Background: an optimization exercise with open tools, aiming at small area, a short achievable clock period and few clock cycles per item. Do not read the settings as production practice. Only simulation tests tie the RTL to the original design; equivalence was not proved.

==> flow/design.v (outline; a module is shown in full before it is edited, if it fits) <==
// module lms_core: 4658 lines
// module lms_gp: 11 lines
// module lms_g: 8 lines
// module lms_fa: 10 lines
module lms_core #(
    parameter WIDTH = 16,
    parameter FRAC  = 8
)(
    input wire clk,
    input wire rst,
    input wire start,
    input wire signed [WIDTH-1:0] x_in,
    input wire signed [WIDTH-1:0] d_in,
    output wire signed [WIDTH-1:0] y_out,
    output wire signed [WIDTH-1:0] e_out,
    output reg done
);
  // ...
==> flow/run.sh <==
#!/bin/bash
# synth_recipe.tcl (not shown) runs the flow's synth.tcl, then flattens the netlist and writes it again
# the make line also repeats each setting of config.mk as NAME=value (left out here)
make -C /OpenROAD-flow-scripts/flow DESIGN_CONFIG=/design/flow/config.mk WORK_HOME=/design/flow/orfs CLKGATE_MAP_FILE= SYNTH_SCRIPT=/design/flow/synth_recipe.tcl finish
==> flow/config.mk <==
export PLATFORM = sky130hd
export DESIGN_NAME = lms_core
export DESIGN_NICKNAME = lms_core
export VERILOG_FILES = /design/flow/design.v
export SDC_FILE = /design/flow/constraint.sdc
export NUM_CORES = 4
export LEC_CHECK = 0
export CAP_MARGIN = 20
export CORE_MARGIN = 2
export CORE_UTILIZATION = 40
export SETUP_SLACK_MARGIN = 2.0
export SLEW_MARGIN = 20
export SYNTH_HIERARCHICAL = 1
export SYNTH_MINIMUM_KEEP_SIZE = 0
==> flow/constraint.sdc <==
create_clock -name core_clock -period 8.0 [get_ports {clk}]
set_input_delay 1.6000 -clock core_clock [delete_from_list [all_inputs] [get_ports {clk}]]
set_output_delay 1.6000 -clock core_clock [all_outputs]
set_load 0.01 [all_outputs]
==> results.cfg, run 1 <==
[outcome]
status = timing/DRC/antenna clean

[floorplanning]
die_w_um = 369

[synthesis]
yosysUniqueCellTypes = 59
synthSimpleGateAreaFrac_pct = 10.3
synth.most_common_cell = xnor2_1

[clock_tree]
cts_sinks = 431
cts_max_level = 2

[final_layout]
final-nonclk-buf-share_pct = 2.07
final_cells = 6948
num-nonclk-inverters = 175
seq_cell_count = 431
nFillCells = 12847
multi_input_area_share_pct = 74.2
final_area_mm2 = 0.0573
largest-register = acc_a

[timing]
fmax_mhz = 168

[grt]
grt_pass1_wl_um = 259000

[setup_path]
crit_family = adder cells
critical_path_class = reg2reg
startpoint = ng1_1
slowest_stage = dfxtp_4

[placed_design]
pre_cts_ws_ns = 1.43
Testbench counts, summed over its fixed seeds: cycles 6,144, items 2,048.
==> run 2: changes to the inputs <==
--- a/flow/config.mk
+++ b/flow/config.mk
@@ -9,5 +9,5 @@
 export CORE_MARGIN = 2
 export CORE_UTILIZATION = 40
-export SETUP_SLACK_MARGIN = 2.0
+export SETUP_SLACK_MARGIN = 2.5
 export SLEW_MARGIN = 20
 export SYNTH_HIERARCHICAL = 1
==> results.cfg, run 2 <==
[outcome]
status = timing/DRC/antenna clean

[timing]
layout_min_cycle_time_ns = 5.49
fin_skew_ns = 0.0226
slew_viol_final = 0
rsz0062_at_grt = true
tns_ns = 0
fmax_mhz = 182
finalCritPeriodShare_pct = 68.6
setup_viol = 0
tightest_slew_ns = 1.08
max_slew_margin_pct = 27.8
hold_viol_final = 0

[floorplanning]
start_util_pct = 40.1
die_area_mm2 = 0.136
io_pins = 68
rows = 134
core_mm2 = 0.133
die_h_um = 369
die_w_um = 369

[drt]
vias = 38258
dr.pass1.iters = 5
drc = 0
wirelength_um = 179000
drtIter0Drc = 3436
wl_per_cell_um = 25.4
antenna_left = 0
vias_per_cell = 5.43

[setup_path]
crit_path_start_kind = flop
crit_arrival_ns = 6.03
cp.required_ns = 8.54
reg2reg_depth = 14
critical_path_class = reg2reg
crit_fanout = 9
crit_path_end_kind = flop

[clock_tree]
clk_latency_ns = 0.67
cts_root_buffer = clkbuf_16
numCtsBuffers = 53
cts.clk_slew.worst_paths_ns = 0.06
cts_sinks = 431
cts_max_level = 2
cts_tree = built
cts.path.max_buffers = 3

[min_path]
min_path_type = reg2reg
whs_path_depth = 1

[final_layout]
final_layout_size_suffix_gt1_share_pct = 9.55
nFillCells = 12740
final_cells = 7045
largest-register = acc_a
final_cell_mix = xnor2_1 (770), mux2i_1 (664), fa_1 (553)
nNetsFinal = 6299
areaGrowthSynthToFinish_pct = 9.76
final_area_mm2 = 0.0586
final_common_cell = xnor2_1
reg.largest.list = acc_a: 25 flops, acc_b: 24 flops
largest_register_ffs = 25

[synthesis]
synth_area_mm2 = 0.0534
syn_avg_cell_area_um2 = 10.0
ys_async_sr_fraction_pct = 0
synth-seq-cells = 431
netlist_instances = 5332
synth_ff_type = dfxtp_1
ys_top_cells_by_count = xnor2_1 (770), mux2i_1 (668), fa_1 (568), a21o_1 (546), ha_1 (464)
ys_warn_count = 7
synth_top_area_share_pct = 21.3
synth_edf_count = 16
yosysUniqueCellTypes = 59
yosys.area.top_type = fa_1
synth.most_common_cell = xnor2_1
synthTopCellsByArea = fa_1 (21%), dfxtp_1 (16%), xnor2_1 (13%)
synth_seq_area_share_pct = 16.5

[placed_design]
place_congestion = 0.961
postPlaceCellArea_mm2 = 0.0552
dpl.cell_count = 6846
dp_hpwl_um = 138000
portBuffers = 67

[grt]
grt_pass1_vias = 38946
grt_max_degree = 111
antenna_found_initial = 5
grt_pass1_wl_um = 262000
overflow = 0
track_usage_pct = 25.9

[flow_run]
max_cap_viol_count = 0
[run 2: cell counts after synthesis]
No cell type changed its count.
[run 2: what timing repair did]
item,in CTS,in global routing
pin swaps,14,20
gates cloned,3,2
buffers inserted,32,62
gates resized for setup,97,94
hold buffers,0,0
endpoints found under the setup margin,135,39
[run 2: Yosys stat by module (local to each module, per instance)]
| module | cells | times used |
|---|---|---|
| lms_core | 3924 | 1 |
| lms_fa | 1 | 560 |
| lms_gp | 2 | 309 |
| lms_g | 1 | 230 |
[run 2: final timing paths]
path,from,to,slack (ns)
max,v0[1],acc_b[17],2.51
min,ph2,done,0.43
max reg2reg,v0[1],acc_b[17],2.51
min reg2reg,ph2,done,0.43
[run 2: critical path, cell delays in order (launching register included)]
cell,delay [ns]
dfxtp_1,0.83
mux2i_1,0.23
xnor2_1,0.25
fa_1,0.49
fa_1,0.51
ha_1,0.26
a21o_1,0.16
a21o_1,0.19
a21o_1,0.24
a21o_1,0.26
nand2_1,0.13
fa_2,0.46
fa_2,0.38
fa_1,0.53
fa_1,0.42
[run 2: routing by layer]
metal / up-vias / GRT usage [%] / part of all wire, %
met5: - / 0 / 0.0045
met4: 2 / 9.77 / 4.3
met3: 367 / 4.95 / 9.0
met2: 1583 / 40.1 / 43
met1: 18985 / 35.8 / 44
li1: 17321 / - / -
[run 2: area by class of cell]
| cell class | count | area (um2) | area share, % |
|---|---|---|---|
| Multi-Input combinational cell | 4349 | 42600 | 72.8 |
| Sequential cell | 431 | 8970 | 15.3 |
| Timing Repair Buffer | 222 | 2210 | 3.78 |
| Tap cell | 1768 | 2210 | 3.78 |
| Clock buffer | 78 | 1550 | 2.65 |
| Inverter | 174 | 684 | 1.17 |
| Clock inverter | 20 | 312 | 0.532 |
| Timing Repair inverter | 1 | 5.00 | 0.00854 |
| Antenna cell | 2 | 5.00 | 0.00854 |
[run 2: kinds of logic (layout without fill, tap and decap cells)]
group                    after synthesis  count (layout)  share of synthesized area [%]
AO/OA/AOI/OAI                        681             681                           9.23
XOR/XNOR                             906             906                           14.9
adder cells (fa/ha/maj)             1032            1032                           32.2
buffers and inverters                555             495                           4.17
flip-flops                           431             431                           16.5
multiplexers                         675             675                           12.7
other                                  2               6                         0.0141
AND/OR/NAND/NOR                     1050            1051                           10.3
[run 2: stage by stage]
step	hold WS (ns)	util (%)	setup WS [ns]
CTS	0.436	43.5	2.46
finish	0.432	44.1	2.51
floorplan	0.414	-	2.51
detailed placement	0.430	41.5	1.43
global route	0.462	44.1	2.45
global placement	0.419	41.5	1.51
==> run 3: changes to the inputs <==
--- a/flow/config.mk
+++ b/flow/config.mk
@@ -9,5 +9,5 @@
 export CORE_MARGIN = 2
 export CORE_UTILIZATION = 40
-export SETUP_SLACK_MARGIN = 2.5
+export SETUP_SLACK_MARGIN = 2.75
 export SLEW_MARGIN = 20
 export SYNTH_HIERARCHICAL = 1
==> results.cfg, run 3 <==
[floorplanning]
die_w_um = 369
rows = 134
die_h_um = 369
core_mm2 = 0.133
io_pins = 68
start_util_pct = 40.1
die_area_mm2 = 0.136

[setup_path]
crit_path_start_kind = flop
crit_fanout = 9
crit_buf_inv = 1
slowest_stage = fa_2
crit_family = adder cells
reg2reg_depth = 16
crit_path_end_kind = flop
cp.required_ns = 8.54
cp.depth = 16
critical_path_class = reg2reg
cp_slowest_stage_delay_ns = 0.58
crit_chain = buf_12, mux2i_1, xnor2_1, ha_1, fa_2, fa_1, or2_2, and2_1, a21o_1, a21o_1, a21o_1, nand2_2, fa_1, fa_2, fa_1, fa_2
crit_arrival_ns = 5.91

[synthesis]
yosys.area.top_type = fa_1
syn_avg_cell_area_um2 = 10.0
synth_edf_count = 16
yosysUniqueCellTypes = 59
synth_area_mm2 = 0.0534
ys_warn_count = 7
synth-seq-cells = 431
synth_ff_type = dfxtp_1
netlist_instances = 5332
synthTopCellsByArea = fa_1 (21%), dfxtp_1 (16%), xnor2_1 (13%)
synth.most_common_cell = xnor2_1
ys_async_sr_fraction_pct = 0
synth_seq_area_share_pct = 16.5
ys_top_cells_by_count = xnor2_1 (770), mux2i_1 (668), fa_1 (568), a21o_1 (546), ha_1 (464)
synth_top_area_share_pct = 21.3

[drt]
antenna_left = 0
drc = 0
vias_per_cell = 5.41
dr.pass1.iters = 5
vias = 38218
drtIter0Drc = 3074
wl_per_cell_um = 25.0
wirelength_um = 177000

[outcome]
status = timing/DRC/antenna clean

[timing]
slew_viol_final = 0
tightest_slew_ns = 1.09
rsz0062_at_grt = true
tns_ns = 0
finalCritPeriodShare_pct = 67.1
max_slew_margin_pct = 27.2
hold_viol_final = 0
layout_min_cycle_time_ns = 5.37
setup_viol = 0
hold_ws_ns = 0.433
timing.final.ws_setup_ns = 2.63
fin_skew_ns = 0.0429
fmax_mhz = 186

[final_layout]
reg.largest.list = acc_a: 25 flops, acc_b: 24 flops
final_cell_mix = xnor2_1 (762), mux2i_1 (658), a21o_1 (533)
regArea_mm2 = 0.00905
nFillCells = 12575
multi_input_area_mm2 = 0.0431
final_layout_size_suffix_gt1_share_pct = 12.0
nNetsFinal = 6316
areaGrowthSynthToFinish_pct = 11.0
final_util_pct = 44.6
final_common_cell = xnor2_1
largest-register = acc_a
largest_register_ffs = 25

[min_path]
whs_path_depth = 1
min_path_type = reg2reg

[grt]
grt_max_degree = 144
antenna_found_initial = 5
track_usage_pct = 25.6
grt_pass1_vias = 39169
overflow = 0
grt_pass1_wl_um = 259000

[placed_design]
portBuffers = 67
dp_hpwl_um = 137000
pre_cts_ws_ns = 1.72
place_congestion = 0.971

[clock_tree]
cts_tree = built
numCtsBuffers = 51
cts_sinks = 431
hold_buffers = 0
cts_root_buffer = clkbuf_16
cts_max_level = 2
cts.clk_slew.worst_paths_ns = 0.06
clk_latency_ns = 0.69
cts.path.max_buffers = 3

[flow_run]
max_cap_viol_count = 0
[run 3: worst paths after layout]
path	from	endpoint	slack (ns)
max reg2reg	eq1_0	acc_b[17]	2.63
min reg2reg	ph2	done	0.43
max	eq1_0	acc_b[17]	2.63
min	ph2	done	0.43
[run 3: through the flow]
stage | area, um2 | std cells
2_1_floorplan | 53400 | 5334
3_3_place_gp | 55200 | 6844
3_5_place_dp | 55200 | 6844
4_1_cts | 58200 | 6998
5_1_grt | 59200 | 7058
6_report | 59300 | 7059
[run 3: cell families after synthesis]
logic type / synth area share, %
simple gates: 10.3
fa+ha+maj: 32.2
xor+xnor: 14.9
compound gates: 9.23
mux: 12.7
buf+inv: 4.17
flops: 16.5
other cells: 0.0141
[run 3: repair_timing]
action | 4_1_cts | 5_1_grt
hold endpoints to repair | 0 | 0
pin swaps | 25 | 25
setup endpoints to repair | 144 | 46
resized for setup | 185 | 131
setup buffers | 57 | 57
gates cloned | 4 | 2
[run 3: layout make-up]
| cell class | instances | area share [%] |
|---|---|---|
| antenna | 2 | 0.00845 |
| clock buffer | 64 | 2.37 |
| clock inverter | 29 | 0.576 |
| inverter | 174 | 1.14 |
| multi-input combinational | 4348 | 72.7 |
| sequential | 431 | 15.3 |
| tap | 1768 | 3.73 |
| timing repair buffer | 242 | 4.14 |
| timing repair inverter | 1 | 0.00845 |
[run 3: per-layer routing]
layer	track usage, %	routed length, um
met1	34.8	77000
met3	5.14	14700
met4	10.0	7820
met5	0	32
met2	40.0	77100
[run 3: per-module statistics from Yosys, one instance, submodules excluded]
module | copies in the design | area (um2) | cells
lms_core | 1 | 36200 | 3924
lms_fa | 560 | 20.0 | 1
lms_g | 230 | 7.51 | 1
lms_gp | 309 | 13.8 | 2
[run 3: worst reg2reg max path, delay by kind of cell, from the launching register on]
kind	cells	cell delay [ns]
AO/OA/AOI/OAI	3	0.72
XOR/XNOR	1	0.14
adder cells (fa/ha/maj)	7	3.04
buffers and inverters	1	0.16
flip-flops	1	0.35
multiplexers	1	0.32
AND/OR/NAND/NOR	3	0.53
==> run 4: changes to the inputs <==
--- a/flow/config.mk
+++ b/flow/config.mk
@@ -9,5 +9,5 @@
 export CORE_MARGIN = 2
 export CORE_UTILIZATION = 40
-export SETUP_SLACK_MARGIN = 2.75
+export SETUP_SLACK_MARGIN = 3.0
 export SLEW_MARGIN = 20
 export SYNTH_HIERARCHICAL = 1
==> results.cfg, run 4 <==
[final_layout]
areaGrowthSynthToFinish_pct = 15.5
reg.largest.list = acc_a: 25 flops, acc_b: 24 flops
largest_register_ffs = 25
num_antenna_cells = 0
final_cells = 7169
final_area_mm2 = 0.0616
largest-register = acc_a
final_cell_mix = xnor2_1 (746), mux2i_1 (652), a21o_1 (525)
nFillCells = 12417
final_common_cell = xnor2_1
final_layout_size_suffix_gt1_share_pct = 17.1
nNetsFinal = 6425

[setup_path]
crit_chain = fa_1, fa_2, fa_1, fa_2, or2_4, a21o_1, a21o_1, a21o_4, a21o_1, nand2_2, fa_1, fa_2, fa_2, fa_1
crit_path_end_kind = flop
crit_path_start_kind = flop
reg2reg_from = ng2_0
slowest_stage = fa_2
startpoint = ng2_0
critical_path_class = reg2reg
reg2reg_depth = 14
crit_family = adder cells
reg2reg_to = acc_b[18]
r2r_setup_slack_ns = 2.62
cp.required_ns = 8.54
crit_buf_inv = 0
cp_slowest_stage_delay_ns = 0.54
crit_fanout = 3
crit_arrival_ns = 5.93

[drt]
wirelength_um = 181000
antenna_left = 0
vias_per_cell = 5.44
vias = 38984
wl_per_cell_um = 25.3
dr.pass1.iters = 5
drtIter0Drc = 3161
drc = 0

[min_path]
holdPathEnd = done
hp-start = ph2
whs_path_depth = 1
min_path_type = reg2reg

[clock_tree]
cts.clk_slew.worst_paths_ns = 0.06
cts.path.max_buffers = 3
cts_tree = built
cts_root_buffer = clkbuf_16
cts_sinks = 431
cts_max_level = 2
numCtsBuffers = 51
clk_latency_ns = 0.68
hold_buffers = 0

[synthesis]
synth_area_mm2 = 0.0534
ys_async_sr_fraction_pct = 0
netlist_instances = 5332
synthSimpleGateAreaFrac_pct = 10.3
syn_avg_cell_area_um2 = 10.0
synth_fa_ha_area_share_pct = 32.2
ys_warn_count = 7
synth_compound_area_share_pct = 9.23
ys_top_cells_by_count = xnor2_1 (770), mux2i_1 (668), fa_1 (568), a21o_1 (546), ha_1 (464)
synth_seq_area_share_pct = 16.5
synth-seq-cells = 431
yosysUniqueCellTypes = 59
synth_top_area_share_pct = 21.3
synth_edf_count = 16
synthTopCellsByArea = fa_1 (21%), dfxtp_1 (16%), xnor2_1 (13%)
yosys.area.top_type = fa_1
synthXorXnorAreaFrac_pct = 14.9
synth_mux_area_share_pct = 12.7
synth.most_common_cell = xnor2_1
synth_ff_type = dfxtp_1
synth_top_family_by_area = adder cells

[grt]
grt_max_degree = 142
antenna_found_initial = 6
grt_pass1_vias = 39384
grt_pass1_wl_um = 262000
overflow = 0
track_usage_pct = 26.0

[timing]
fin_skew_ns = 0.0335
finalCritPeriodShare_pct = 67.3
rsz0062_at_grt = true
tightest_slew_ns = 1.05
max_slew_margin_pct = 30.1
setup_viol = 0
hold_ws_ns = 0.439
tns_ns = 0
hold_viol_final = 0
slew_viol_final = 0
fmax_mhz = 186
layout_min_cycle_time_ns = 5.38

[floorplanning]
io_pins = 68
die_area_mm2 = 0.136
rows = 134
die_w_um = 369
core_mm2 = 0.133
die_h_um = 369
start_util_pct = 40.1

[placed_design]
place_congestion = 0.930
dp_hpwl_um = 138000
dpl.cell_count = 6848
postPlaceCellArea_mm2 = 0.0553
portBuffers = 67

[flow_run]
max_cap_viol_count = 0

[outcome]
status = timing/DRC/antenna clean
[run 4: cell counts after synthesis]
No cell type changed its count.
[run 4: cell type report]
| cell class | count | area [um2] | area share, % |
|---|---|---|---|
| clock buffer | 72 | 1520 | 2.46 |
| timing repair inverter | 1 | 11.3 | 0.0183 |
| clock inverter | 24 | 408 | 0.662 |
| tap | 1768 | 2210 | 3.59 |
| timing repair buffer | 350 | 3600 | 5.84 |
| sequential | 431 | 9070 | 14.7 |
| inverter | 174 | 696 | 1.13 |
| multi-input combinational | 4349 | 44100 | 71.6 |
[run 4: worst reg2reg max path: cells and delay by family (launching register included)]
family	cells	cell delay [ns]
flip-flops	1	0.41
AND/OR/NAND/NOR	2	0.33
adder cells (fa/ha/maj)	8	3.72
AO/OA/AOI/OAI	4	0.80
[run 4: Yosys stat by module, one instance, submodules excluded]
module	area [um2]	times used	cells inside	flops+latches
lms_g	7.51	230	1	0
lms_fa	20.0	560	1	0
lms_gp	13.8	309	2	0
lms_core	36200	1	3924	431
[run 4: repair_timing]
action	CTS	global route
gates resized for setup	365	206
endpoints found under the setup margin	165	85
setup buffers	114	99
gates cloned	5	7
pin swaps	69	105
[run 4: routing by layer]
metal	part of all wire, %	up-vias	track usage [%]
met4	5.0	8	10.7
met3	9.0	412	5.55
li1	-	17579	-
met2	43	1641	40.1
met5	0.023	-	0
met1	43	19344	35.1
[run 4: how the worst max path moves through the flow]
| stage | endpoint | slack, ns | cells after the start |
|---|---|---|---|
| after floorplan | acc_b[18] | 2.98 | 17 |
| after global placement | u3[15] | 1.76 | 22 |
| after detailed placement | u3[15] | 1.68 | 22 |
| after CTS | acc_b[18] | 2.60 | 15 |
| after global routing | acc_b[17] | 2.51 | 17 |
| final | acc_b[18] | 2.62 | 14 |
[run 4: logic make-up after synthesis]
group | after synthesis
DFF | 431
other | 2
xor gates and xnor gates | 906
and+or+nand+nor | 1050
muxes | 675
AOI/OAI and AO/OA | 681
adders and majority gates | 1032
buffers and inverters | 555
[run 4: per-stage QoR]
| step | utilization (%) | setup slack, ns |
|---|---|---|
| after floorplan | - | 2.98 |
| after global placement | 41.6 | 1.76 |
| after detailed placement | 41.6 | 1.68 |
| after CTS | 44.9 | 2.60 |
| after global routing | 46.4 | 2.51 |
| final | 46.4 | 2.62 |
==> run 5: changes to the inputs <==
--- a/flow/config.mk
+++ b/flow/config.mk
@@ -8,6 +8,7 @@
 export CAP_MARGIN = 20
 export CORE_MARGIN = 2
-export CORE_UTILIZATION = 40
-export SETUP_SLACK_MARGIN = 3.0
+export CORE_UTILIZATION = 55
+export CTS_BUF_LIST = sky130_fd_sc_hd__clkbuf_4 sky130_fd_sc_hd__clkbuf_8
+export SETUP_SLACK_MARGIN = 2.9
 export SLEW_MARGIN = 20
 export SYNTH_HIERARCHICAL = 1
==> results.cfg, run 5 <==
[outcome]
status = timing/DRC/antenna clean

[drt]
drtIter0Drc = 3276
wirelength_um = 181000
drc = 0
vias = 38831
antenna_left = 0
dr.pass1.iters = 6
wl_per_cell_um = 27.1
vias_per_cell = 5.81

[timing]
rsz0062_at_grt = true
tightest_slew_ns = 0.944
finalCritPeriodShare_pct = 68.2
layout_min_cycle_time_ns = 5.46
tns_ns = 0
fmax_mhz = 183
fin_skew_ns = 0.0387
max_slew_margin_pct = 37.1
setup_viol = 0
slew_viol_final = 0
hold_viol_final = 0

[clock_tree]
cts.path.max_buffers = 3
cts_tree = built
cts_sinks = 431
clk_latency_ns = 0.79
cts_max_level = 3
cts.clk_slew.worst_paths_ns = 0.06
numCtsBuffers = 82
cts_root_buffer = clkbuf_8
hold_buffers = 0

[setup_path]
reg2reg_depth = 18
crit_path_start_kind = flop
reg2reg_from = eq2_1
crit_arrival_ns = 6.09
startpoint = eq2_1
crit_chain = buf_12, buf_16, buf_12, buf_6, mux2i_2, xnor2_1, fa_1, fa_2, or2_4, a21o_1, a21o_1, a21o_1, a21o_1, nand2_2, fa_1, fa_2, fa_2, fa_2
cp.required_ns = 8.63
r2r_setup_slack_ns = 2.54
slowest_stage = fa_1
cp-endpoint = acc_b[18]
crit_fanout = 4
critical_path_class = reg2reg
reg2reg_to = acc_b[18]
cp_slowest_stage_delay_ns = 0.60
crit_path_end_kind = flop

[grt]
grt_pass1_wl_um = 260000
antenna_found_initial = 5
overflow = 0
grt_pass1_vias = 38886
track_usage_pct = 36.1
grt_max_degree = 133

[synthesis]
yosysUniqueCellTypes = 59
yosys.area.top_type = fa_1
synthTopCellsByArea = fa_1 (21%), dfxtp_1 (16%), xnor2_1 (13%)
synth_ff_type = dfxtp_1
synth_edf_count = 16
syn_avg_cell_area_um2 = 10.0
synth_seq_area_share_pct = 16.5
synth_top_area_share_pct = 21.3
ys_warn_count = 7
ys_top_cells_by_count = xnor2_1 (770), mux2i_1 (668), fa_1 (568), a21o_1 (546), ha_1 (464)
ys_async_sr_fraction_pct = 0
synth.most_common_cell = xnor2_1
synth_area_mm2 = 0.0534
synth-seq-cells = 431
netlist_instances = 5332

[final_layout]
final_common_cell = xnor2_1
final_cell_mix = xnor2_1 (747), mux2i_1 (649), a21o_1 (526)
largest-register = acc_a
areaGrowthSynthToFinish_pct = 12.7
final_layout_size_suffix_gt1_share_pct = 16.4
nNetsFinal = 6416
reg.largest.list = acc_a: 25 flops, acc_b: 24 flops
largest_register_ffs = 25
nFillCells = 8306

[floorplanning]
core_mm2 = 0.0964
die_h_um = 316
io_pins = 68
rows = 114
die_area_mm2 = 0.0996
start_util_pct = 55.4
die_w_um = 316

[placed_design]
portBuffers = 67
place_congestion = 0.948
dp_hpwl_um = 140000

[min_path]
min_path_type = reg2reg
hp-start = ph2

[flow_run]
max_cap_viol_count = 0
run 5: cell counts after synthesis:
No cell type changed its count.
run 5: worst min-delay path by stage:
| stage | end | depth (start not counted) | slack [ns] |
|---|---|---|---|
| floorplan | done | 1 | 0.41 |
| global placement | done | 1 | 0.42 |
| detailed placement | done | 1 | 0.43 |
| CTS | done | 1 | 0.47 |
| global route | done | 1 | 0.49 |
| finish | done | 1 | 0.46 |
run 5: per-stage QoR:
| step | utilization, % | instances | hold WS (ns) | setup slack [ns] | cell area (um2) |
|---|---|---|---|---|---|
| after floorplan | - | 5334 | 0.414 | 2.89 | 53500 |
| after global placement | 56.6 | 6346 | 0.419 | 1.72 | 54600 |
| after detailed placement | 56.6 | 6346 | 0.428 | 1.59 | 54600 |
| after CTS | 60.9 | 6613 | 0.467 | 2.62 | 58700 |
| after global routing | 62.4 | 6685 | 0.491 | 2.46 | 60100 |
| final | 62.4 | 6687 | 0.459 | 2.54 | 60100 |
run 5: critical path: cells and delay by family (launching register included):
family / cells / cell delay (ns)
simple gates: 2 / 0.33
buf+inv: 4 / 0.53
compound gates: 4 / 0.85
mux: 1 / 0.14
xor+xnor: 1 / 0.19
flops: 1 / 0.39
fa+ha+maj: 6 / 2.88
run 5: per-module statistics from Yosys (local to each module, per instance):
module	area [um2]	times used
lms_fa	20.0	560
lms_gp	13.8	309
lms_core	36200	1
lms_g	7.51	230
run 5: layer usage:
layer / vias up / track usage, % / share of wire (%)
met5: - / 0 / 0
met4: 0 / 14.8 / 5.1
met3: 436 / 8.47 / 8.3
met2: 1627 / 57.6 / 45
met1: 19206 / 47.1 / 42
li1: 17562 / - / -
run 5: final cells by class:
| cell class | count | area (um2) | share of cell area (%) |
|---|---|---|---|
| Sequential cell | 431 | 9030 | 15.0 |
| Timing Repair Buffer | 308 | 3150 | 5.24 |
| Clock inverter | 16 | 186 | 0.310 |
| Multi-Input combinational cell | 4351 | 43900 | 73.0 |
| Clock buffer | 126 | 1580 | 2.62 |
| Inverter | 174 | 682 | 1.13 |
| Tap cell | 1276 | 1600 | 2.65 |
| Timing Repair inverter | 1 | 16.3 | 0.0270 |
| Antenna cell | 4 | 10.0 | 0.0166 |
run 5: cell families after synthesis:
logic type,synth area share [%]
flip-flops,16.5
adder cells (fa/ha/maj),32.2
XOR/XNOR,14.9
AND/OR/NAND/NOR,10.3
AO/OA/AOI/OAI,9.23
other,0.0141
multiplexers,12.7
buffers and inverters,4.17
run 5: what timing repair did:
item / CTS / global route
setup endpoints to repair: 155 / 55
gates resized for setup: 326 / 179
cloned: 10 / 4
pin swaps: 86 / 89
setup buffers: 115 / 66
==> run 6: changes to the inputs <==
--- a/flow/config.mk
+++ b/flow/config.mk
@@ -10,5 +10,5 @@
 export CORE_UTILIZATION = 55
 export CTS_BUF_LIST = sky130_fd_sc_hd__clkbuf_4 sky130_fd_sc_hd__clkbuf_8
-export SETUP_SLACK_MARGIN = 2.9
+export SETUP_SLACK_MARGIN = 2.75
 export SLEW_MARGIN = 20
 export SYNTH_HIERARCHICAL = 1
==> results.cfg, run 6 <==
[setup_path]
reg2reg_depth = 13
reg2reg_to = acc_b[15]
slowest_stage = fa_2
cpMostUsedCell = fa_1
critical_path_class = reg2reg
reg2reg_from = eq1_0
r2r_setup_slack_ns = 2.67
crit_path_end_kind = flop
crit_arrival_ns = 5.98
cp_slowest_stage_delay_ns = 0.69
crit_chain = buf_12, buf_4, mux2i_2, xnor2_1, ha_1, fa_1, fa_2, fa_1, fa_2, fa_1, fa_1, fa_1, fa_1
startpoint = eq1_0
crit_path_start_kind = flop
crit_fanout = 13
cp.required_ns = 8.64

[clock_tree]
hold_buffers = 0
cts_root_buffer = clkbuf_8
clk_latency_ns = 0.79
numCtsBuffers = 84
cts_sinks = 431
cts.path.max_buffers = 3
cts_max_level = 3
cts.clk_slew.worst_paths_ns = 0.06
cts_tree = built

[timing]
fmax_mhz = 187
hold_viol_final = 0
setup_viol = 0
rsz0062_at_grt = true
tns_ns = 0
slew_viol_final = 0
fin_skew_ns = 0.0636
tightest_slew_ns = 0.986
hold_ws_ns = 0.449
finalCritPeriodShare_pct = 66.7
max_slew_margin_pct = 34.3
layout_min_cycle_time_ns = 5.33

[outcome]
status = timing/DRC/antenna clean

[synthesis]
synth_area_mm2 = 0.0534
synth.most_common_cell = xnor2_1
yosys.area.top_type = fa_1
syn_avg_cell_area_um2 = 10.0
synth_top_area_share_pct = 21.3
netlist_instances = 5332
synth_seq_area_share_pct = 16.5
ys_top_cells_by_count = xnor2_1 (770), mux2i_1 (668), fa_1 (568), a21o_1 (546), ha_1 (464)
synth-seq-cells = 431
ys_async_sr_fraction_pct = 0
synthTopCellsByArea = fa_1 (21%), dfxtp_1 (16%), xnor2_1 (13%)
yosysUniqueCellTypes = 59
synth_ff_type = dfxtp_1
synth_edf_count = 16
ys_warn_count = 7

[grt]
met3_usage_pct = 8.31
grt_pass1_vias = 39179
grt-busiest-layer = met2
met2_usage_pct = 56.0
met1_usage_pct = 46.9
track_usage_pct = 35.5
overflow = 0
antenna_found_initial = 3
grt_pass1_wl_um = 257000
grt_max_degree = 132

[final_layout]
largest-register = acc_a
regArea_mm2 = 0.00900
final_common_cell = xnor2_1
final_cell_mix = xnor2_1 (754), mux2i_1 (662), a21o_1 (531)
final_layout_size_suffix_gt1_share_pct = 13.2
largest_register_ffs = 25
reg.largest.list = acc_a: 25 flops, acc_b: 24 flops
nFillCells = 8377
multi_input_area_mm2 = 0.0432
areaGrowthSynthToFinish_pct = 10.5
final_util_pct = 61.2
nNetsFinal = 6360

[min_path]
whs_path_depth = 1
hp-start = ph2
holdPathEnd = done
min_path_type = reg2reg

[drt]
vias = 38441
drtIter0Drc = 3367
drc = 0
vias_per_cell = 5.79
wirelength_um = 177000
dr.pass1.iters = 5
antenna_left = 0
wl_per_cell_um = 26.6

[floorplanning]
start_util_pct = 55.4
rows = 114
die_h_um = 316
die_area_mm2 = 0.0996
io_pins = 68
core_mm2 = 0.0964
die_w_um = 316

[placed_design]
portBuffers = 67
dp_hpwl_um = 139000
place_congestion = 0.956

[flow_run]
max_cap_viol_count = 0
-- run 6: changes by cell type in the layout (fill, tap and decap cells not counted), sizes merged, moves of 3 or more --
cell,previous run,this run
clkinv,11,27
buf,239,184
clkdlybuf4s50,42,48
clkinvlp,1,4
clkbuf,131,124
a21o,549,546
bufinv,1,5
-- run 6: Yosys stat by module, one instance, submodules excluded --
module	cells	area (um2)	flops+latches	copies in the design
lms_fa	1	20.0	0	560
lms_gp	2	13.8	0	309
lms_g	1	7.51	0	230
lms_core	3924	36200	431	1
-- run 6: kinds of logic after synthesis --
family                   after synthesis  synth area share (%)
AO/OA/AOI/OAI                        681                  9.23
XOR/XNOR                             906                  14.9
adder cells (fa/ha/maj)             1032                  32.2
buffers and inverters                555                  4.17
flip-flops                           431                  16.5
multiplexers                         675                  12.7
other                                  2                0.0141
AND/OR/NAND/NOR                     1050                  10.3
-- run 6: area by class of cell --
| class | count | share of cell area, % |
|---|---|---|
| Multi-Input combinational cell | 4349 | 73.2 |
| Sequential cell | 431 | 15.3 |
| Timing Repair Buffer | 252 | 4.37 |
| Tap cell | 1276 | 2.71 |
| Clock buffer | 120 | 2.55 |
| Inverter | 174 | 1.15 |
| Clock inverter | 37 | 0.726 |
| Timing Repair inverter | 1 | 0.0149 |
| Antenna cell | 2 | 0.00849 |
-- run 6: layer usage --
layer | wire length [um] | vias to the layer above
met2 | 78000 | 1518
met3 | 15000 | 454
met1 | 74900 | 18993
li1 | - | 17476
met4 | 8760 | 0
met5 | 0 | -
-- run 6: critical path, delay by kind of cell, from the launching register on --
kind                     cells  cell delay (ns)
adder cells (fa/ha/maj)      9             4.09
flip-flops                   1             0.35
buffers and inverters        2             0.33
multiplexers                 1             0.23
XOR/XNOR                     1             0.15
-- run 6: stage by stage --
stage / worst slack (ns) / instance area (um2) / instances
detailed placement: 1.69 / 54600 / 6351
floorplan: 2.71 / 53400 / 5334
global route: 2.57 / 59000 / 6641
CTS: 2.57 / 57900 / 6587
finish: 2.67 / 59000 / 6642
global placement: 1.83 / 54600 / 6351
-- run 6: worst max-delay path by stage --
stage | to | slack (ns) | depth (start not counted)
2_1_floorplan | acc_b[18] | 2.71 | 16
4_1_cts | acc_b[18] | 2.57 | 15
3_3_place_gp | u3[15] | 1.83 | 23
5_1_grt | acc_b[17] | 2.57 | 18
3_5_place_dp | u2[15] | 1.69 | 23
6_report | acc_b[15] | 2.67 | 13
-- run 6: what timing repair did --
action / 4_1_cts / 5_1_grt
endpoints found under the setup margin: 150 / 45
gates resized for setup: 187 / 137
buffers inserted: 75 / 51
pin swaps: 35 / 34
gates cloned: 4 / 2
==> run 7: changes to the inputs <==
--- a/flow/config.mk
+++ b/flow/config.mk
@@ -14,2 +14,3 @@
 export SYNTH_HIERARCHICAL = 1
 export SYNTH_MINIMUM_KEEP_SIZE = 0
+export TNS_END_PERCENT = 3
==> results.cfg, run 7 <==
[grt]
met1_usage_pct = 46.6
grt_pass1_vias = 38863
met3_usage_pct = 8.53
met2_usage_pct = 55.7
overflow = 0
grt-busiest-layer = met2
antenna_found_initial = 6
track_usage_pct = 35.4
grt_pass1_wl_um = 256000
grt_max_degree = 119

[min_path]
hp-start = ph2
min_path_type = reg2reg
whs_path_depth = 1
holdPathEnd = done

[setup_path]
reg2reg_to = acc_b[14]
crit_chain = mux2i_1, xnor2_1, ha_1, fa_1, fa_1, fa_1, fa_1, fa_1, fa_1, fa_1, fa_1
crit_family = adder cells
reg2reg_from = v0[9]
cp.depth = 11
crit_path_start_kind = flop
cp_slowest_stage_delay_ns = 0.83
slowest_stage = dfxtp_1
reg2reg_depth = 11
crit_path_end_kind = flop
critical_path_class = reg2reg
crit_fanout = 9
cpMostUsedCell = fa_1
cp.required_ns = 8.64
crit_arrival_ns = 6.07
r2r_setup_slack_ns = 2.57
crit_buf_inv = 0

[drt]
wirelength_um = 175000
antenna_left = 0
wl_per_cell_um = 26.6
drtIter0Drc = 2970
drc = 0
vias_per_cell = 5.79
vias = 37970
dr.pass1.iters = 6

[synthesis]
synth.most_common_cell = xnor2_1
ys_async_sr_fraction_pct = 0
ys_top_cells_by_count = xnor2_1 (770), mux2i_1 (668), fa_1 (568), a21o_1 (546), ha_1 (464)
ys_warn_count = 7
yosys.area.top_type = fa_1
synth_area_mm2 = 0.0534
synth-seq-cells = 431
synth_edf_count = 16
synthTopCellsByArea = fa_1 (21%), dfxtp_1 (16%), xnor2_1 (13%)
syn_avg_cell_area_um2 = 10.0
synth_ff_type = dfxtp_1
synth_top_area_share_pct = 21.3
synth_seq_area_share_pct = 16.5
netlist_instances = 5332
yosysUniqueCellTypes = 59

[clock_tree]
clk_latency_ns = 0.78
cts_sinks = 431
numCtsBuffers = 83
cts.clk_slew.worst_paths_ns = 0.06
cts_tree = built
cts_max_level = 3
cts_root_buffer = clkbuf_8
hold_buffers = 0
cts.path.max_buffers = 3

[timing]
tightest_slew_ns = 1.02
rsz0062_at_grt = true
hold_viol_final = 0
slew_viol_final = 0
max_slew_margin_pct = 32.0
fmax_mhz = 184
fin_skew_ns = 0.0594
layout_min_cycle_time_ns = 5.43
setup_viol = 0
finalCritPeriodShare_pct = 67.9
tns_ns = 0

[floorplanning]
core_mm2 = 0.0964
die_area_mm2 = 0.0996
die_h_um = 316
die_w_um = 316
rows = 114
start_util_pct = 55.4
io_pins = 68

[final_layout]
largest-register = acc_a
areaGrowthSynthToFinish_pct = 7.66
final_cell_mix = xnor2_1 (764), mux2i_1 (665), fa_1 (557)
final_common_cell = xnor2_1
final_layout_size_suffix_gt1_share_pct = 9.31
reg.largest.list = acc_a: 25 flops, acc_b: 24 flops
largest_register_ffs = 25
final_area_mm2 = 0.0575
nNetsFinal = 6291

[placed_design]
place_congestion = 0.955
dp_hpwl_um = 138000
portBuffers = 67
postPlaceCellArea_mm2 = 0.0546

[outcome]
status = timing/DRC/antenna clean

[flow_run]
max_cap_viol_count = 0
## run 7: cell families after synthesis
group                    after synthesis  synth area share (%)
flip-flops                           431                  16.5
other                                  2                0.0141
AO/OA/AOI/OAI                        681                  9.23
AND/OR/NAND/NOR                     1050                  10.3
multiplexers                         675                  12.7
adder cells (fa/ha/maj)             1032                  32.2
XOR/XNOR                             906                  14.9
buffers and inverters                555                  4.17
## run 7: worst max path at each step
| stage | end | from | slack, ns |
|---|---|---|---|
| finish | acc_b[14] | v0[9] | 2.57 |
| global route | acc_b[19] | ng3_0 | 2.48 |
| CTS | acc_b[19] | eq3_3 | 2.53 |
| detailed placement | u3[15] | acc_a[1] | 1.55 |
| global placement | u3[15] | acc_a[1] | 1.64 |
| floorplan | acc_b[18] | ng2_0 | 2.68 |
## run 7: per-module statistics from Yosys, one instance, submodules excluded
module	cells inside	times used	flip-flops and latches	area [um2]
lms_gp	2	309	0	13.8
lms_g	1	230	0	7.51
lms_fa	1	560	0	20.0
lms_core	3924	1	431	36200
## run 7: repair_timing
action                     in CTS  in global routing
gates resized for setup        97                 42
setup endpoints to repair     153                 76
pin swaps                       7                 10
buffers inserted               48                 16
gates cloned                    1                  0
## run 7: through the flow
stage               hold WS, ns  instances  utilization, %  worst slack, ns
detailed placement        0.442       6350            56.6             1.55
global route              0.456       6561            59.6             2.48
CTS                       0.456       6542            59.3             2.53
finish                    0.453       6562            59.6             2.57
global placement          0.421       6350            56.6             1.64
floorplan                 0.414       5334               -             2.68
## run 7: per-layer routing
metal | vias to the layer above | share of wire (%)
li1 | 17302 | -
met1 | 18717 | 43
met2 | 1513 | 44
met3 | 436 | 8.6
met4 | 2 | 4.9
met5 | - | 0.0074
## run 7: area by class of cell
| class | count | area, um2 |
|---|---|---|
| Antenna cell | 4 | 10.0 |
| Clock buffer | 123 | 1540 |
| Clock inverter | 20 | 256 |
| Fill cell | 8480 | 39000 |
| Inverter | 174 | 682 |
| Multi-Input combinational cell | 4348 | 42700 |
| Sequential cell | 431 | 8940 |
| Tap cell | 1276 | 1600 |
| Timing Repair Buffer | 185 | 1760 |
| Timing Repair inverter | 1 | 16.3 |
==> run 8: changes to the inputs <==
--- a/flow/config.mk
+++ b/flow/config.mk
@@ -14,3 +14,3 @@
 export SYNTH_HIERARCHICAL = 1
 export SYNTH_MINIMUM_KEEP_SIZE = 0
-export TNS_END_PERCENT = 3
+export TNS_END_PERCENT = 10
==> results.cfg, run 8 <==
[floorplanning]
die_h_um = 316
die_area_mm2 = 0.0996
die_w_um = 316
start_util_pct = 55.4
rows = 114
io_pins = 68
core_mm2 = 0.0964

[synthesis]
synth_seq_area_share_pct = 16.5
ys_warn_count = 7
synthTopCellsByArea = fa_1 (21%), dfxtp_1 (16%), xnor2_1 (13%)
synth_area_mm2 = 0.0534
yosys.area.top_type = fa_1
synth_ff_type = dfxtp_1
synth-seq-cells = 431
synth_edf_count = 16
synth.most_common_cell = xnor2_1
yosysUniqueCellTypes = 59
ys_async_sr_fraction_pct = 0
ys_top_cells_by_count = xnor2_1 (770), mux2i_1 (668), fa_1 (568), a21o_1 (546), ha_1 (464)
netlist_instances = 5332
synth_top_area_share_pct = 21.3
syn_avg_cell_area_um2 = 10.0

[setup_path]
critical_path_class = reg2reg
crit_path_end_kind = flop
cp.required_ns = 8.64
reg2reg_to = acc_b[19]
reg2reg_from = ng3_0
crit_arrival_ns = 6.05
crit_path_start_kind = flop
r2r_setup_slack_ns = 2.60
crit_fanout = 3
reg2reg_depth = 15

[timing]
hold_viol_final = 0
rsz0062_at_grt = true
timing.final.ws_setup_ns = 2.60
slew_viol_final = 0
tightest_slew_ns = 1.08
layout_min_cycle_time_ns = 5.40
finalCritPeriodShare_pct = 67.5
tns_ns = 0
fin_skew_ns = 0.0507
setup_viol = 0
fmax_mhz = 185
max_slew_margin_pct = 27.9

[clock_tree]
cts_root_buffer = clkbuf_8
cts.clk_slew.worst_paths_ns = 0.06
cts.path.max_buffers = 3
cts_max_level = 3
clk_latency_ns = 0.79
hold_buffers = 0
cts_tree = built
numCtsBuffers = 83
cts_sinks = 431

[final_layout]
nNetsFinal = 6301
largest_register_ffs = 25
multi_input_area_mm2 = 0.0427
reg.largest.list = acc_a: 25 flops, acc_b: 24 flops
final_area_mm2 = 0.0578
areaGrowthSynthToFinish_pct = 8.28
final_layout_size_suffix_gt1_share_pct = 10.2
final_common_cell = xnor2_1
final_cells = 6585
largest-register = acc_a
final_cell_mix = xnor2_1 (763), mux2i_1 (663), fa_1 (551)
nFillCells = 8535
regArea_mm2 = 0.00896

[min_path]
hp-start = ph2
whs_path_depth = 1
holdPathEnd = done
min_path_type = reg2reg

[drt]
wl_per_cell_um = 26.7
drtIter0Drc = 3188
vias_per_cell = 5.77
antenna_left = 0
dr.pass1.iters = 5
vias = 38005
drc = 0
wirelength_um = 176000

[grt]
overflow = 0
track_usage_pct = 35.7
antenna_found_initial = 4
grt_max_degree = 94
grt_pass1_vias = 38858
grt_pass1_wl_um = 258000

[placed_design]
postPlaceCellArea_mm2 = 0.0546
place_congestion = 0.944
dp_hpwl_um = 140000
pre_cts_ws_ns = 1.56
dpl.cell_count = 6352
portBuffers = 67

[flow_run]
max_cap_viol_count = 0

[outcome]
status = timing/DRC/antenna clean
## run 8: cell count changes in the layout (fill, tap and decap cells not counted), sizes merged
cell and delta:
buf +9, diode +5, clkbuf +4, clkinv +3, bufinv +2
## run 8: kinds of logic (layout without fill, tap and decap cells)
logic type               Yosys count  in the layout  synth area share [%]
AND/OR/NAND/NOR                 1050           1050                  10.3
XOR/XNOR                         906            906                  14.9
multiplexers                     675            675                  12.7
adder cells (fa/ha/maj)         1032           1032                  32.2
flip-flops                       431            431                  16.5
buffers and inverters            555            521                  4.17
other                              2             13                0.0141
AO/OA/AOI/OAI                    681            681                  9.23
## run 8: area by class of cell
class                   count  share of cell area, %
multi-input cells        4348                   73.9
flip-flops and latches    431                   15.5
repair buffers            194                   3.30
well taps                1276                   2.76
clock buffers             127                   2.74
inverters                 174                   1.16
clock inverters            24                  0.563
diodes                      9                 0.0390
repair inverters            2                 0.0303
## run 8: routing by layer
layer	vias to the layer above	track usage (%)	part of all wire (%)	routed length, um
met3	395	8.67	8.7	15400
met2	1511	56.4	44	77800
li1	17324	-	-	-
met5	-	0	0.0063	11
met4	2	14.1	4.5	7830
met1	18773	47.1	43	75000
## run 8: modules after synthesis (local to each module, per instance)
module	flops+latches	cells	area [um2]	copies in the design
lms_core	431	3924	36200	1
lms_fa	0	1	20.0	560
lms_gp	0	2	13.8	309
lms_g	0	1	7.51	230
## run 8: worst max path at each step
stage | start | endpoint | slack, ns | cells after the start
5_1_grt | eq5_3 | acc_b[11] | 2.51 | 10
4_1_cts | ng4_2 | acc_b[20] | 2.52 | 15
3_5_place_dp | acc_a[1] | u3[15] | 1.56 | 22
6_report | ng3_0 | acc_b[19] | 2.60 | 15
2_1_floorplan | eq2_2 | acc_b[10] | 2.70 | 12
3_3_place_gp | acc_a[3] | v3[15] | 1.65 | 23
## run 8: critical path, stage by stage, from the launching register on
cell and delay, ns:
dfxtp_4 0.48, fa_1 0.50, fa_2 0.38, fa_1 0.46, fa_1 0.52, buf_6 0.14, and2_4 0.14, a21o_1 0.15
a21o_1 0.24, a21o_1 0.26, a21o_1 0.20, nand2_1 0.07, fa_1 0.43, fa_2 0.35, fa_1 0.50, fa_1 0.40
## run 8: repair_timing
action | 4_1_cts | 5_1_grt
setup endpoints to repair | 151 | 59
cloned | 2 | 0
pin swaps | 15 | 15
buffers inserted | 37 | 34
resized for setup | 111 | 65
## run 8: through the flow
stage | hold slack (ns) | utilization (%)
floorplan | 0.414 | -
finish | 0.446 | 59.9
global placement | 0.433 | 56.6
CTS | 0.444 | 59.4
global route | 0.480 | 59.9
detailed placement | 0.431 | 56.6
==> run 9: changes to the inputs <==
--- a/flow/config.mk
+++ b/flow/config.mk
@@ -6,4 +6,5 @@
 export NUM_CORES = 4
 export LEC_CHECK = 0
+export ABC_AREA = 1
 export CAP_MARGIN = 20
 export CORE_MARGIN = 2
==> results.cfg, run 9 <==
[synthesis]
synth_compound_area_share_pct = 7.50
ys_warn_count = 7
ys_async_sr_fraction_pct = 0
synth_mux_area_share_pct = 0.502
yosys.area.top_type = fa_1
synth_edf_count = 16
synth_seq_area_share_pct = 15.7
synth_fa_ha_area_share_pct = 30.8
syn_avg_cell_area_um2 = 7.22
synth_area_mm2 = 0.0559
synthSimpleGateAreaFrac_pct = 20.7
netlist_instances = 7741
synth_ff_type = dfxtp_1
synth-seq-cells = 431
synth_top_area_share_pct = 20.4
ys_top_cells_by_count = nand2_1 (2337), inv_1 (1278), o21ai_0 (686), xor2_1 (674), fa_1 (568)
synthTopCellsByArea = fa_1 (20%), nand2_1 (16%), dfxtp_1 (15%)
synthXorXnorAreaFrac_pct = 13.1
yosysUniqueCellTypes = 35
synth_top_family_by_area = adder cells
synth.most_common_cell = nand2_1

[drt]
vias = 47747
dr.pass1.iters = 6
antenna_left = 0
wirelength_um = 193000
vias_per_cell = 5.26
wl_per_cell_um = 21.2
drtIter0Drc = 4444
drc = 0

[grt]
track_usage_pct = 37.1
grt_max_degree = 104
overflow = 0
antenna_found_initial = 3
grt_pass1_wl_um = 286000
grt_pass1_vias = 45612

[final_layout]
final_cells = 9069
final_layout_size_suffix_gt1_share_pct = 7.63
areaGrowthSynthToFinish_pct = 7.83
largest_register_ffs = 25
multi_input_area_mm2 = 0.0408
regArea_mm2 = 0.00901
final_common_cell = nand2_1
nFillCells = 9549
final_cell_mix = nand2_1 (2318), inv_1 (1261), xor2_1 (674)
nNetsFinal = 8706
reg.largest.list = acc_a: 25 flops, acc_b: 24 flops
largest-register = acc_a

[timing]
tns_ns = 0
slew_viol_final = 0
fmax_mhz = 188
tightest_slew_ns = 1.05
max_slew_margin_pct = 30.2
layout_min_cycle_time_ns = 5.32
fin_skew_ns = 0.0632
setup_viol = 0
rsz0062_at_grt = true
hold_viol_final = 0
finalCritPeriodShare_pct = 66.5

[min_path]
min_path_type = reg2reg

[setup_path]
critical_path_class = reg2reg
crit_arrival_ns = 5.96
cp.required_ns = 8.64
crit_path_start_kind = flop
crit_path_end_kind = flop
crit_fanout = 5

[floorplanning]
die_h_um = 323
die_area_mm2 = 0.104
rows = 116
start_util_pct = 55.6
core_mm2 = 0.100
die_w_um = 323
io_pins = 68

[clock_tree]
numCtsBuffers = 85
cts.path.max_buffers = 3
hold_buffers = 0
cts.clk_slew.worst_paths_ns = 0.07
cts_sinks = 431
cts_max_level = 3
clk_latency_ns = 0.80
cts_tree = built
cts_root_buffer = clkbuf_8

[placed_design]
place_congestion = 0.975
portBuffers = 67
dp_hpwl_um = 151000
dpl.cell_count = 8848

[flow_run]
max_cap_viol_count = 0

[outcome]
status = timing/DRC/antenna clean
[run 9: changes by cell type in the layout (fill, tap and decap cells not counted), moves of 27 or more]
cell     delta
nor2_1     +27
a21oi_1    +85
nand3_1    +99
nand2_1  +2203
o21ai_0   +614
dfxtp_2    +29
mux2i_1   -635
and2_1    -424
xnor2_1   -603
xor2_1    +541
dfxtp_1    -32
a21o_1    -536
inv_1    +1089
[run 9: area by class of cell]
type | count | area share, %
multi-input cells | 5664 | 67.8
flip-flops and latches | 431 | 15.0
inverters | 1283 | 8.09
repair buffers | 174 | 2.95
well taps | 1357 | 2.82
clock buffers | 135 | 2.80
clock inverters | 22 | 0.546
diodes | 3 | 0.0125
[run 9: timing repair]
item | in CTS | in global routing
cloned | 1 | 0
pin swaps | 6 | 10
setup buffers | 29 | 31
gates resized for setup | 137 | 136
endpoints found under the setup margin | 121 | 108
[run 9: path summary, 6_finish.rpt]
path / from / end / slack [ns] / cells after the start
max: v1[10] / acc_b[17] / 2.68 / 13
min: ph2 / done / 0.41 / 2
max reg2reg: v1[10] / acc_b[17] / 2.68 / 13
min reg2reg: ph2 / done / 0.41 / 2
[run 9: cells by family (layout without fill, tap and decap cells)]
logic type | after synthesis | count (layout)
DFF | 431 | 431
and+or+nand+nor | 2933 | 2934
other | 2 | 7
muxes | 28 | 28
adders and majority gates | 1032 | 1032
buffers and inverters | 1649 | 1614
xor gates and xnor gates | 838 | 838
AOI/OAI and AO/OA | 828 | 828
[run 9: worst max-delay path, stage by stage (launching register included)]
cell,delay (ns)
dfxtp_2,0.44
clkinvlp_4,0.22
buf_4,0.20
o21ai_0,0.18
xor2_1,0.11
ha_1,0.22
fa_1,0.52
fa_2,0.49
fa_1,0.44
fa_1,0.58
fa_1,0.45
fa_2,0.36
fa_1,0.52
fa_1,0.41
[run 9: per-stage QoR]
stage                     worst slack [ns]  hold slack, ns  utilization, %  instance area (um2)
after floorplan                       2.96           0.388               -                55900
after global placement                2.22           0.393            56.7                56900
after detailed placement              2.15           0.407            56.7                56900
after CTS                             2.57           0.402            59.3                59600
after global routing                  2.60           0.471            60.0                60200
final                                 2.68           0.406            60.0                60200
[run 9: layer usage]
layer  global-route usage (%)  routed length [um]  vias to the layer above  share of wire [%]
met4                     17.1               10900                        0                5.7
met1                     49.8               81200                    22161                 42
li1                         -                   -                    22959                  -
met3                     7.85               18400                      537                9.6
met5                        0                   0                        -                  0
met2                     57.4               82100                     2090                 43
[run 9: Yosys stat by module, one instance, submodules excluded]
module | cells inside | copies in the design
lms_core | 4946 | 1
lms_fa | 1 | 560
lms_gp | 5 | 309
lms_g | 3 | 230
==> run 10: changes to the inputs <==
--- a/flow/config.mk
+++ b/flow/config.mk
@@ -6,9 +6,9 @@
 export NUM_CORES = 4
 export LEC_CHECK = 0
-export ABC_AREA = 1
 export CAP_MARGIN = 20
 export CORE_MARGIN = 2
 export CORE_UTILIZATION = 55
 export CTS_BUF_LIST = sky130_fd_sc_hd__clkbuf_4 sky130_fd_sc_hd__clkbuf_8
+export PLACE_DENSITY = 0.7
 export SETUP_SLACK_MARGIN = 2.75
 export SLEW_MARGIN = 20
==> results.cfg, run 10 <==
[final_layout]
largest-register = acc_a
final_util_pct = 60.2
final_cell_mix = xnor2_1 (768), mux2i_1 (666), fa_1 (555)
regArea_mm2 = 0.00895
nFillCells = 8213
final_cells = 6630
areaGrowthSynthToFinish_pct = 8.74
nNetsFinal = 6359
final_common_cell = xnor2_1
final_layout_size_suffix_gt1_share_pct = 10.7
largest_register_ffs = 25
multi_input_area_mm2 = 0.0426
reg.largest.list = acc_a: 25 flops, acc_b: 24 flops

[min_path]
whs_path_depth = 1
hp-start = ph2
min_path_type = reg2reg
holdPathEnd = done

[outcome]
status = timing/DRC/antenna clean

[setup_path]
crit_chain = fa_1, fa_2, fa_2, fa_2, buf_6, and2_4, a21o_1, a21o_1, a21o_4, a21o_1, nand2_2, fa_1, fa_2, fa_2, fa_1
reg2reg_depth = 15
cpMostUsedCell = fa_2
crit_arrival_ns = 6.19
crit_path_start_kind = flop
r2r_setup_slack_ns = 2.41
crit_fanout = 8
reg2reg_to = acc_b[18]
critical_path_class = reg2reg
reg2reg_from = ng2_0
slowest_stage = fa_2
cp.required_ns = 8.60
crit_path_end_kind = flop
cp_slowest_stage_delay_ns = 0.60

[synthesis]
yosysUniqueCellTypes = 59
synth_top_area_share_pct = 21.3
ys_warn_count = 7
synth_ff_type = dfxtp_1
synth_area_mm2 = 0.0534
synth_edf_count = 16
synth-seq-cells = 431
netlist_instances = 5332
synth_seq_area_share_pct = 16.5
synth.most_common_cell = xnor2_1
yosys.area.top_type = fa_1
ys_top_cells_by_count = xnor2_1 (770), mux2i_1 (668), fa_1 (568), a21o_1 (546), ha_1 (464)
syn_avg_cell_area_um2 = 10.0
synthTopCellsByArea = fa_1 (21%), dfxtp_1 (16%), xnor2_1 (13%)
ys_async_sr_fraction_pct = 0

[grt]
track_usage_pct = 33.7
overflow = 0
grt_pass1_vias = 39488
antenna_found_initial = 5
grt_pass1_wl_um = 248000
grt_max_degree = 106

[timing]
hold_viol_final = 0
max_slew_margin_pct = 33.6
layout_min_cycle_time_ns = 5.59
rsz0062_at_grt = true
tns_ns = 0
timing.final.ws_setup_ns = 2.41
slew_viol_final = 0
setup_viol = 0
fmax_mhz = 179
fin_skew_ns = 0.0728
finalCritPeriodShare_pct = 69.9
tightest_slew_ns = 0.996

[placed_design]
dp_hpwl_um = 131000
portBuffers = 67
place_congestion = 0.974
dpl.cell_count = 6358
pre_cts_ws_ns = 1.59

[drt]
top_layer = met5
drc = 0
dr.pass1.iters = 5
routed-wl-met2_um = 72500
wl_per_cell_um = 25.2
vias_per_cell = 5.83
antenna_left = 0
wirelength_um = 167000
vias = 38663
drtIter0Drc = 3354
wl_met3_um = 15900
drt-met1-wl_um = 68000

[floorplanning]
start_util_pct = 55.4
core_mm2 = 0.0964
rows = 114
die_h_um = 316
die_w_um = 316
die_area_mm2 = 0.0996
io_pins = 68

[clock_tree]
numCtsBuffers = 81
cts_tree = built
cts_root_buffer = clkbuf_8
cts.clk_slew.worst_paths_ns = 0.06
cts.path.max_buffers = 3
hold_buffers = 0
clk_latency_ns = 0.77
cts_max_level = 3
cts_sinks = 431

[flow_run]
max_cap_viol_count = 0
run 10: repair_timing:
action,in CTS,in global routing
cloned,2,0
endpoints found under the setup margin,151,65
resized for setup,85,68
pin swaps,11,5
setup buffers,39,86
run 10: area by class of cell:
| class | instances | area share, % |
|---|---|---|
| Antenna cell | 3 | 0.0129 |
| Clock buffer | 120 | 2.65 |
| Clock inverter | 22 | 0.431 |
| Inverter | 174 | 1.16 |
| Multi-Input combinational cell | 4348 | 73.4 |
| Sequential cell | 431 | 15.4 |
| Tap cell | 1276 | 2.75 |
| Timing Repair Buffer | 255 | 4.15 |
| Timing Repair inverter | 1 | 0.0151 |
run 10: worst max-delay path by stage:
| stage | from | to | slack, ns | cells after the start |
|---|---|---|---|---|
| global placement | acc_a[1] | v3[15] | 1.72 | 22 |
| CTS | ng2_0 | acc_b[18] | 2.39 | 14 |
| global route | h_r[1] | y_out[15] | 2.34 | 9 |
| detailed placement | acc_a[1] | v2[15] | 1.59 | 23 |
| floorplan | eq2_2 | acc_b[10] | 2.70 | 12 |
| finish | ng2_0 | acc_b[18] | 2.41 | 15 |
run 10: worst max-delay path: cells and delay by family (launching register included):
kind | cells | cell delay (ns)
adders and majority gates | 8 | 3.74
AOI/OAI and AO/OA | 4 | 0.76
DFF | 1 | 0.54
and+or+nand+nor | 2 | 0.25
buffers and inverters | 1 | 0.13
run 10: layer usage:
layer / vias up / track usage [%]
li1: 17470 / -
met1: 18811 / 43.4
met2: 1815 / 52.6
met3: 565 / 8.04
met4: 2 / 17.6
met5: - / 0
run 10: kinds of logic after synthesis:
family | share of synthesized area [%]
adder cells (fa/ha/maj) | 32.2
other | 0.0141
AND/OR/NAND/NOR | 10.3
XOR/XNOR | 14.9
multiplexers | 12.7
flip-flops | 16.5
buffers and inverters | 4.17
AO/OA/AOI/OAI | 9.23
run 10: metrics by stage:
stage / instance area [um2] / hold slack, ns
finish: 58000 / 0.443
global placement: 54600 / 0.421
floorplan: 53400 / 0.414
detailed placement: 54600 / 0.433
CTS: 57100 / 0.453
global route: 58000 / 0.464
run 10: per-module statistics from Yosys, one instance, submodules excluded:
module,flops+latches,cells
lms_fa,0,1
lms_g,0,1
lms_core,431,3924
lms_gp,0,2
==> run 11: changes to the inputs <==
--- a/flow/config.mk
+++ b/flow/config.mk
@@ -10,5 +10,5 @@
 export CORE_UTILIZATION = 55
 export CTS_BUF_LIST = sky130_fd_sc_hd__clkbuf_4 sky130_fd_sc_hd__clkbuf_8
-export PLACE_DENSITY = 0.7
+export GPL_ROUTABILITY_DRIVEN = 0
 export SETUP_SLACK_MARGIN = 2.75
 export SLEW_MARGIN = 20
==> results.cfg, run 11 <==
[outcome]
status = timing/DRC/antenna clean

[clock_tree]
cts_max_level = 3
cts_tree = built
hold_buffers = 0
cts.path.max_buffers = 3
cts_root_buffer = clkbuf_8
cts.clk_slew.worst_paths_ns = 0.05
clk_latency_ns = 0.78
numCtsBuffers = 85
cts_sinks = 431

[synthesis]
synth_top_area_share_pct = 21.3
synth.most_common_cell = xnor2_1
yosysUniqueCellTypes = 59
synth-seq-cells = 431
synth_seq_area_share_pct = 16.5
yosys.area.top_type = fa_1
synth_edf_count = 16
ys_async_sr_fraction_pct = 0
netlist_instances = 5332
syn_avg_cell_area_um2 = 10.0
synth_ff_type = dfxtp_1
ys_warn_count = 7
ys_top_cells_by_count = xnor2_1 (770), mux2i_1 (668), fa_1 (568), a21o_1 (546), ha_1 (464)
synth_area_mm2 = 0.0534
synthTopCellsByArea = fa_1 (21%), dfxtp_1 (16%), xnor2_1 (13%)

[final_layout]
multi_input_area_mm2 = 0.0428
nNetsFinal = 6330
final_cell_mix = xnor2_1 (762), mux2i_1 (662), fa_1 (546)
nFillCells = 8374
final_layout_size_suffix_gt1_share_pct = 10.6
regArea_mm2 = 0.00896
areaGrowthSynthToFinish_pct = 8.89
largest_register_ffs = 25
final_common_cell = xnor2_1
reg.largest.list = acc_a: 25 flops, acc_b: 24 flops
largest-register = acc_a

[drt]
drtIter0Drc = 2947
drc = 0
vias = 38368
wl_per_cell_um = 26.5
wirelength_um = 175000
antenna_left = 0
dr.pass1.iters = 5
vias_per_cell = 5.81

[floorplanning]
start_util_pct = 55.4
die_area_mm2 = 0.0996
die_w_um = 316
rows = 114
die_h_um = 316
io_pins = 68
core_mm2 = 0.0964

[timing]
slew_viol_final = 0
rsz0062_at_grt = true
finalCritPeriodShare_pct = 67.9
fmax_mhz = 184
setup_viol = 0
max_slew_margin_pct = 32.7
fin_skew_ns = 0.0722
tns_ns = 0
hold_viol_final = 0
tightest_slew_ns = 1.01
hold_ws_ns = 0.432
layout_min_cycle_time_ns = 5.44

[setup_path]
crit_path_end_kind = flop
crit_arrival_ns = 6.06
crit_path_start_kind = flop
crit_fanout = 9
critical_path_class = reg2reg
cp.required_ns = 8.63

[grt]
antenna_found_initial = 4
grt_pass1_vias = 38939
track_usage_pct = 35.3
grt_max_degree = 147
overflow = 0
grt_pass1_wl_um = 257000

[flow_run]
max_cap_viol_count = 0

[placed_design]
dp_hpwl_um = 138000
portBuffers = 67

[min_path]
min_path_type = reg2reg
[run 11: cell count changes in the layout (fill, tap and decap cells not counted), sizes merged]
cell	delta
a21o	+1
dlygate4sd2	+1
bufbuf	+2
inv	+1
clkdlybuf4s50	-1
clkinv	-4
buf	-35
diode	+4
clkinvlp	-4
clkbuf	+13
[run 11: timing repair]
action                     in CTS  in global routing
pin swaps                      25                 13
setup endpoints to repair     148                 65
resized for setup             128                 46
buffers inserted               54                 50
gates cloned                    4                  0
[run 11: logic make-up (layout without fill, tap and decap cells)]
family | after synthesis | count (layout) | share of synthesized area (%)
other cells | 2 | 11 | 0.0141
flops | 431 | 431 | 16.5
buf+inv | 555 | 545 | 4.17
xor+xnor | 906 | 906 | 14.9
compound gates | 681 | 682 | 9.23
fa+ha+maj | 1032 | 1032 | 32.2
simple gates | 1050 | 1050 | 10.3
mux | 675 | 675 | 12.7
[run 11: through the flow]
stage	instance area (um2)	setup WS [ns]	utilization, %	cells
after floorplan	53400	2.70	-	5334
after global placement	54500	1.87	56.6	6344
after detailed placement	54500	1.74	56.6	6344
after CTS	57500	2.49	59.7	6551
after global routing	58100	2.49	60.3	6603
final	58100	2.56	60.3	6608
[run 11: routing by layer]
layer	global-route usage, %	vias to the layer above	share of wire (%)
met5	0	-	0.026
met4	16.1	6	5.1
met2	55.3	1575	44
li1	-	17420	-
met1	46.3	18912	42
met3	8.57	455	8.5
[run 11: final cells by class]
cell class                 instances  area share [%]
tap                             1276            2.75
inverter                         174            1.17
antenna                            7          0.0301
multi-input combinational       4349            73.6
sequential                       431            15.4
clock inverter                    16           0.394
clock buffer                     133            2.91
timing repair buffer             222            3.73
[run 11: modules after synthesis, one instance, submodules excluded]
module | cells inside | times used
lms_core | 3924 | 1
lms_fa | 1 | 560
lms_g | 1 | 230
lms_gp | 2 | 309
[run 11: final timing paths]
check	endpoint	start	slack (ns)	cells past startpoint
worst max-delay path	acc_b[12]	v0[9]	2.56	11
worst min-delay path	done	ph2	0.43	1
worst max register to register	acc_b[12]	v0[9]	2.56	11
worst min register to register	done	ph2	0.43	1
[run 11: critical path, cell delays in order, from the launching register on]
cell     delay [ns]
dfxtp_1        0.79
mux2i_1        0.19
xnor2_1        0.18
ha_1           0.23
fa_1           0.51
fa_1           0.51
fa_1           0.62
fa_1           0.45
fa_1           0.49
fa_1           0.40
fa_1           0.52
fa_1           0.40

-- separate check: timing with driven ports --
No port has a modelled driver above. Below, the same layouts with a new extraction and two added sets of constraints.
Step 1: set_driving_cell puts a clkbuf_16 on clk and a buf_2 on each other input, an assumption about the parent block.
Step 2 also shifts input and output timing later by t, the mid clock arrival at the registers, as if the neighbouring blocks saw the same clock.
Three values: no drivers, after step 1, after step 2; two values: the first two.
run | shift t [ns] | setup WS [ns] | latest minus earliest clock arrival (ns)
run 1 | 0.735 | 2.064 / 2.011 / 2.064 | 0.024 / 0.024
run 2 | 0.736 | 2.509 / 2.509 / 2.509 | 0.023 / 0.023
run 3 | 0.745 | 2.632 / 2.632 / 2.632 | 0.046 / 0.046
run 4 | 0.738 | 2.617 / 2.617 / 2.617 | 0.034 / 0.035
run 5 | 0.833 | 2.544 / 2.544 / 2.544 | 0.038 / 0.039
run 6 | 0.821 | 2.666 / 2.666 / 2.666 | 0.063 / 0.064
run 7 | 0.817 | 2.568 / 2.568 / 2.568 | 0.059 / 0.060
run 8 | 0.827 | 2.597 / 2.574 / 2.597 | 0.051 / 0.051
run 9 | 0.832 | 2.682 / 2.682 / 2.682 | 0.063 / 0.063
run 10 | 0.798 | 2.407 / 2.407 / 2.407 | 0.073 / 0.072
run 11 | 0.810 | 2.564 / 2.564 / 2.564 | 0.072 / 0.072
After both steps setup and hold are still met in every run listed.
